Context: an optimization exercise on an open-source flow, tuned for small area. The choices shown serve that exercise and are no tape-out recipe. Only simulation tests tie the RTL to the original design; equivalence was not proved. No activity file was given, so power comes from the tool's default toggle rates.

==> flow/design.v <==
`timescale 1ns / 1ps
module ControlUnit(CLK, RST, START,
	IN_KIND, IN_PRICE_CH, IN_MONEY, IN_PRICE_ADMIN, IN_PRICE_ADMIN_END, IN_MONEY_ENTER,
	KIND, NUM_ZERO, GE_PRICE, GE1000, GE500, GE100, GE50,
	OUT, COIN, SUB, IDX, PRICE, UP, SUC, KSAVE, KIN);
input CLK, RST, START;
input IN_PRICE_CH;
input [0:1] IN_MONEY;
input IN_PRICE_ADMIN, IN_PRICE_ADMIN_END, IN_MONEY_ENTER;
input IN_KIND;
input KIND, NUM_ZERO, GE_PRICE, GE1000, GE500, GE100, GE50;
output [0:22] OUT;
output COIN, SUB, PRICE, UP, SUC, KSAVE, KIN;
output [1:0] IDX;
reg [4:0] st;
wire [1:0] ix = st[1:0];
wire g0 = ~st[4] & ~st[3] & ~st[2];
wire gx = ~st[4] & ~st[3] & st[2];
wire gc = ~st[4] & st[3] & ~st[2];
wire gr = ~st[4] & st[3] & st[2];
wire gj = st[4] & ~st[3];
wire gp = st[4] & st[3];
wire s_idle   = g0 & (ix == 2'd0);
wire s_start  = g0 & (ix == 2'd1);
wire s_admin  = g0 & (ix == 2'd2);
wire s_input  = g0 & (ix == 2'd3);
wire s_judge  = gx & ~ix[1] & ~ix[0];
wire s_return = gx & ix[0];
wire s_end    = gx & ix[1];
wire ok = ~NUM_ZERO & GE_PRICE;
reg [4:0] nx;
always @* begin
	nx[4] = s_admin | (s_judge & ok) | (gj & ~ix[0]);
	nx[3] = s_admin | (s_input & ~IN_MONEY_ENTER) | (s_return & GE50);
	nx[2] = (s_input & IN_MONEY_ENTER) | s_judge | gj | s_return | gr;
	nx[1] = s_start | (s_admin & IN_KIND) | (gp & ~IN_PRICE_ADMIN_END) |
		(s_input & ~IN_MONEY_ENTER & IN_MONEY[0]) | gc | (s_judge & ok & KIND) |
		(gj & ~ix[0] & ix[1]) | (s_return & (GE500 | ~GE50));
	nx[0] = (s_idle & START) | (s_start & ~IN_PRICE_ADMIN) | (s_admin & IN_PRICE_CH) |
		(gp & IN_PRICE_ADMIN_END) | (s_input & ~IN_MONEY_ENTER & IN_MONEY[1]) | gc |
		(s_judge & ~ok) | (gj & ~ix[0]) | (s_return & (GE1000 | (GE100 & ~GE500))) | gr;
end
always @(posedge CLK) begin
	if(RST)	st <= 5'd0;
	else		st <= nx;
end
assign OUT[0]  = s_idle;
assign OUT[1]  = s_start;
assign OUT[2]  = s_admin;
assign OUT[3]  = gp & ~KIND & ~ix[0];
assign OUT[4]  = gp & ~KIND & ix[0];
assign OUT[5]  = gp & KIND & ~ix[0];
assign OUT[6]  = gp & KIND & ix[0];
assign OUT[7]  = s_input;
assign OUT[8]  = gc & (ix == 2'd0);
assign OUT[9]  = gc & (ix == 2'd1);
assign OUT[10] = gc & (ix == 2'd2);
assign OUT[11] = gc & (ix == 2'd3);
assign OUT[12] = s_judge;
assign OUT[13] = gj & (ix == 2'd0);
assign OUT[14] = gj & (ix == 2'd1);
assign OUT[15] = gj & (ix == 2'd2);
assign OUT[16] = gj & (ix == 2'd3);
assign OUT[17] = s_return;
assign OUT[18] = gr & (ix == 2'd3);
assign OUT[19] = gr & (ix == 2'd2);
assign OUT[20] = gr & (ix == 2'd1);
assign OUT[21] = gr & (ix == 2'd0);
assign OUT[22] = s_end;
assign COIN  = ~st[4] & st[3];
assign SUB   = st[2];
assign IDX   = ix;
assign PRICE = gp;
assign UP    = ix[0];
assign SUC   = gj & ix[0];
assign KSAVE = gp;
assign KIN   = ix[1];
endmodule
`timescale 1ns / 1ps
module MONEY_REG(CLK, RST, CLR, COIN, SUB, IDX, PRICE, UP, SUC,
	Q0, Q1, KIND, M, SUM, GE_PRICE, GE1000, GE500, GE100, GE50);
input CLK, RST, CLR;
input COIN, SUB, PRICE, UP, SUC;
input [1:0] IDX;
input [13:0] Q0, Q1;
input KIND;
output reg [14:0] M;
output [14:0] SUM;
output GE_PRICE, GE1000, GE500, GE100, GE50;
wire [13:0] qs = KIND ? Q1 : Q0;
wire [1:0] ci = PRICE ? 2'd1 : IDX;
reg [14:0] csize;
always @* begin
	case(ci)
		2'd0:		csize = 15'd25;
		2'd1:		csize = 15'd50;
		2'd2:		csize = 15'd250;
		default:	csize = 15'd500;
	endcase
end
wire [14:0] a = M | ({15{PRICE}} & {qs, 1'b0});
wire use_c = COIN | PRICE;
wire neg = COIN ? SUB : (PRICE ? ~UP : 1'b1);
wire [14:0] b = (use_c ? csize : {qs, 1'b0}) ^ {15{neg}};
wire [15:0] c;
assign c[0] = neg;
genvar i;
generate for(i = 0; i < 15; i = i + 1) begin : rca
	assign SUM[i] = a[i] ^ b[i] ^ c[i];
	assign c[i+1] = (a[i] & b[i]) | (c[i] & (a[i] ^ b[i]));
end endgenerate
assign GE_PRICE = c[15];	 
always @(posedge CLK) begin
	if(RST | CLR)			M <= 15'd0;
	else if(COIN | SUC)	M <= SUM;
end
assign GE1000 = (|M[14:9]) | (M[8] & M[7] & M[6] & M[5] & M[4] & (M[3] | M[2]));
assign GE500  = (|M[14:8]) | (M[7] & M[6] & M[5] & M[4] & M[3] & (M[2] | M[1]));
assign GE100  = (|M[14:6]) | (M[5] & M[4] & (M[3] | M[2] | M[1]));
assign GE50   = (|M[14:5]) | (M[4] & M[3] & (M[2] | M[1] | M[0]));
endmodule
`timescale 1ns / 1ps
module PRICE_REG(CLK, LOAD, SAVE, IN, Q);
input CLK;
input LOAD, SAVE;
input [13:0] IN;
output reg [13:0] Q;
always @(posedge CLK) begin
	if(LOAD)			Q <= 14'd50;
	else if(SAVE)	Q <= IN;
end
endmodule
`timescale 1ns / 1ps
module JUICE_NUM_REG(CLK, IN, SAVE, DEC, RST, OUT
    );
input CLK;
input [0:2] IN;
input SAVE, DEC, RST;
output reg [0:2] OUT;
always @(posedge CLK) begin
	if(RST) 			OUT <= 0;
	else if(SAVE)	OUT <= IN;
	else if(DEC)	OUT <= OUT - 1;
end
endmodule
`timescale 1ns / 1ps
module JUICE_KIND_REG(CLK, IN, SAVE, RST, OUT
    );
input CLK, IN, SAVE, RST;
output reg OUT;
always @(posedge CLK) begin
	if(RST) OUT <= 0;
	else if(SAVE) OUT <= IN;
end
endmodule
`timescale 1ns / 1ps
module DUT( RST,
				START,
				CLK,
				IN_MONEY,
				IN_PRICE_CH,
				IN_KIND,
				IN_NUM,
				IN_PRICE_ADMIN,
				IN_PRICE_ADMIN_END,
				IN_MONEY_ENTER,
				OUT_MONEY,
				OUT_JUICE0_MADE,
				OUT_JUICE1_MADE,
				END,
				OUT_1000WON,
				OUT_500WON,
				OUT_100WON,
				OUT_50WON,
				OUT_JUICE0_PRICE,
				OUT_JUICE1_PRICE,
				OUT_CU_SIGNAL
    );
input RST, START, CLK;
input [0:1] IN_MONEY;
input IN_PRICE_CH, IN_KIND;
input [0:2] IN_NUM;
input IN_PRICE_ADMIN, IN_PRICE_ADMIN_END, IN_MONEY_ENTER;
output [0:15] OUT_MONEY;
output OUT_JUICE0_MADE, OUT_JUICE1_MADE, END;
output OUT_1000WON, OUT_500WON, OUT_100WON, OUT_50WON;
output [0:15] OUT_JUICE0_PRICE;
output [0:15] OUT_JUICE1_PRICE;
output [0:22] OUT_CU_SIGNAL;
wire [14:0] m, sum;
wire [13:0] q0, q1;
wire [2:0] num;
wire kind;
wire [0:22] s;
wire coin, sub, price, up, suc, ksave, kin;
wire [1:0] idx;
wire ge_price, ge1000, ge500, ge100, ge50;
ControlUnit CU(.CLK(CLK), .RST(RST), .START(START),
	.IN_KIND(IN_KIND), .IN_PRICE_CH(IN_PRICE_CH), .IN_MONEY(IN_MONEY), .IN_PRICE_ADMIN(IN_PRICE_ADMIN),
	.IN_PRICE_ADMIN_END(IN_PRICE_ADMIN_END), .IN_MONEY_ENTER(IN_MONEY_ENTER),
	.KIND(kind), .NUM_ZERO(num == 3'd0), .GE_PRICE(ge_price),
	.GE1000(ge1000), .GE500(ge500), .GE100(ge100), .GE50(ge50),
	.OUT(s), .COIN(coin), .SUB(sub), .IDX(idx), .PRICE(price), .UP(up),
	.SUC(suc), .KSAVE(ksave), .KIN(kin));
MONEY_REG money(.CLK(CLK), .RST(RST), .CLR(s[1]), .COIN(coin), .SUB(sub), .IDX(idx),
	.PRICE(price), .UP(up), .SUC(suc), .Q0(q0), .Q1(q1), .KIND(kind),
	.M(m), .SUM(sum), .GE_PRICE(ge_price),
	.GE1000(ge1000), .GE500(ge500), .GE100(ge100), .GE50(ge50));
PRICE_REG price0(.CLK(CLK), .LOAD(RST | s[0]), .SAVE(price & ~kind), .IN(sum[14:1]), .Q(q0));
PRICE_REG price1(.CLK(CLK), .LOAD(RST | s[0]), .SAVE(price & kind), .IN(sum[14:1]), .Q(q1));
JUICE_NUM_REG juice_num(.CLK(CLK), .IN(IN_NUM), .SAVE(s[7]), .DEC(suc),
	.RST(RST | s[1]), .OUT(num));
JUICE_KIND_REG juice_kind(.CLK(CLK), .IN(ksave ? kin : IN_KIND), .SAVE(s[7] | ksave),
	.RST(RST | s[1]), .OUT(kind));
assign OUT_CU_SIGNAL = s;
assign OUT_MONEY = {m, 1'b0};
assign OUT_JUICE0_PRICE = {q0, 2'b00};
assign OUT_JUICE1_PRICE = {q1, 2'b00};
assign OUT_JUICE0_MADE = s[14];
assign OUT_JUICE1_MADE = s[16];
assign END = s[0];
assign OUT_1000WON = s[18];
assign OUT_500WON = s[19];
assign OUT_100WON = s[20];
assign OUT_50WON = s[21];
endmodule
clock: 5.0 ns
lec_check: 0
abc_area: 1
cap_margin: 0
core_margin: 2
core_utilization: 60
slew_margin: 0
standard.sh (not shown) runs the stock make flow with config.mk's settings and CLKGATE_MAP_FILE= SYNTH_SCRIPT=/design/flow/synth_recipe.tcl, a recipe that flattens the netlist after the stock synthesis.
==> flow/flow/run.sh <==
#!/bin/bash
# Layout flow: the standard layout (standard.sh), with
#  - synthesis mapped by abc with an area-oriented script (flow/abc.script);
#    registers are made exactly as in the standard synthesis;
#  - full/half adders left to abc as plain gates (no fa/ha cells);
#  - the input and output ports buffered with the platform's smallest buffer;
#  - clock tree synthesis without dummy loads;
#  - one tie cell for the constant outputs (no repair_tie_fanout).
# Each tool's full output goes to ORFS's own per-step logs under orfs/logs;
# make's output goes to make.log here.
set -euo pipefail
here=$(pwd)
export FLOW_ABC_SCRIPT="$here/flow/abc.script"
export BUFFER_PORTS_ARGS="-buffer_cell sky130_fd_sc_hd__buf_1"
export CTS_ARGS="-sink_clustering_enable -repair_clock_nets -dont_use_dummy_load"
bash standard.sh ADDER_MAP_FILE= SKIP_REPAIR_TIE_FANOUT=1 SYNTH_SCRIPT="$here/flow/synth.tcl" finish > make.log 2>&1
==> flow/flow/abc.script <==
strash
dc2
dch
amap
topo
stime -c
buffer -c
upsize -c -D 4500
dnsize -c -D 4500
==> flow/flow/synth.tcl <==
# The standard flow's synthesis script (synth_recipe.tcl), with abc run on abc.script
# (area-oriented standard-cell mapping) in place of ORFS's own abc script.
proc synth {args} { yosys synth -nofsm -noshare {*}$args }
if {[llength [info commands abc]]} { rename abc __yosys_abc }
proc abc {args} {
  set i [lsearch -exact $args -script]
  if {$i >= 0} { lset args [expr {$i + 1}] $::env(FLOW_ABC_SCRIPT) }
  yosys abc {*}$args
}
source $::env(SCRIPTS_DIR)/synth.tcl
# left out here: clear keep_hierarchy, flatten, clean up, hide names made inside functions, write 1_2_yosys.v
Then changed:
--- a/flow/design.v
+++ b/flow/design.v
@@ -23,6 +23,6 @@
 wire s_idle   = g0 & (ix == 2'd0);
 wire s_start  = g0 & (ix == 2'd1);
-wire s_admin  = g0 & (ix == 2'd2);
-wire s_input  = g0 & (ix == 2'd3);
+wire s_input  = g0 & (ix == 2'd2);
+wire s_admin  = g0 & (ix == 2'd3);
 wire s_judge  = gx & ~ix[1] & ~ix[0];
 wire s_return = gx & ix[0];
@@ -37,6 +37,6 @@
 		(s_input & ~IN_MONEY_ENTER & IN_MONEY[0]) | gc | (s_judge & ok & KIND) |
 		(gj & ~ix[0] & ix[1]) | (s_return & (GE500 | ~GE50));
-	nx[0] = (s_idle & START) | (s_start & ~IN_PRICE_ADMIN) | (s_admin & IN_PRICE_CH) |
-		(gp & IN_PRICE_ADMIN_END) | (s_input & ~IN_MONEY_ENTER & IN_MONEY[1]) | gc |
+	nx[0] = (s_idle & START) | (s_start & IN_PRICE_ADMIN) | (s_admin & IN_PRICE_CH) |
+		gp | (s_input & ~IN_MONEY_ENTER & IN_MONEY[1]) |
 		(s_judge & ~ok) | (gj & ~ix[0]) | (s_return & (GE1000 | (GE100 & ~GE500))) | gr;
 end
Area after synthesis grows by 0.88%.
Wire length grows by 3.6%.
Clock skew shrinks by 0.0099 ns.
Via count grows by 3.3%.
Clock power hardly moves.
Setup slack is better by 0.020 ns.
Worst hold slack stays flat.

==> port drivers added, routing unchanged <==
The results above use ideal ports. As a check the final layouts listed here were re-extracted and re-timed, cells and wires unchanged. Step 1 assumes that a clkbuf_16 drives the clock port and a buf_2 every other input. Step 2 adds t to the input delays and takes it off the output delays; t is the mean of the earliest and latest rising clock arrival at the registers after step 1. Input paths then give back, and output paths get back, about the clock's delay inside the block. a / b / c = no drivers / after step 1 / after step 2; a / b = the first two.
| run | shift t [ns] | slack for setup (ns) | worst setup path at the end |
|---|---|---|---|
| the first run | 0.330 | 0.546 / 0.546 / 0.546 | register to register |
| the second run | 0.319 | 0.566 / 0.566 / 0.566 | register to register |
After both steps setup and hold are still met in every run listed.
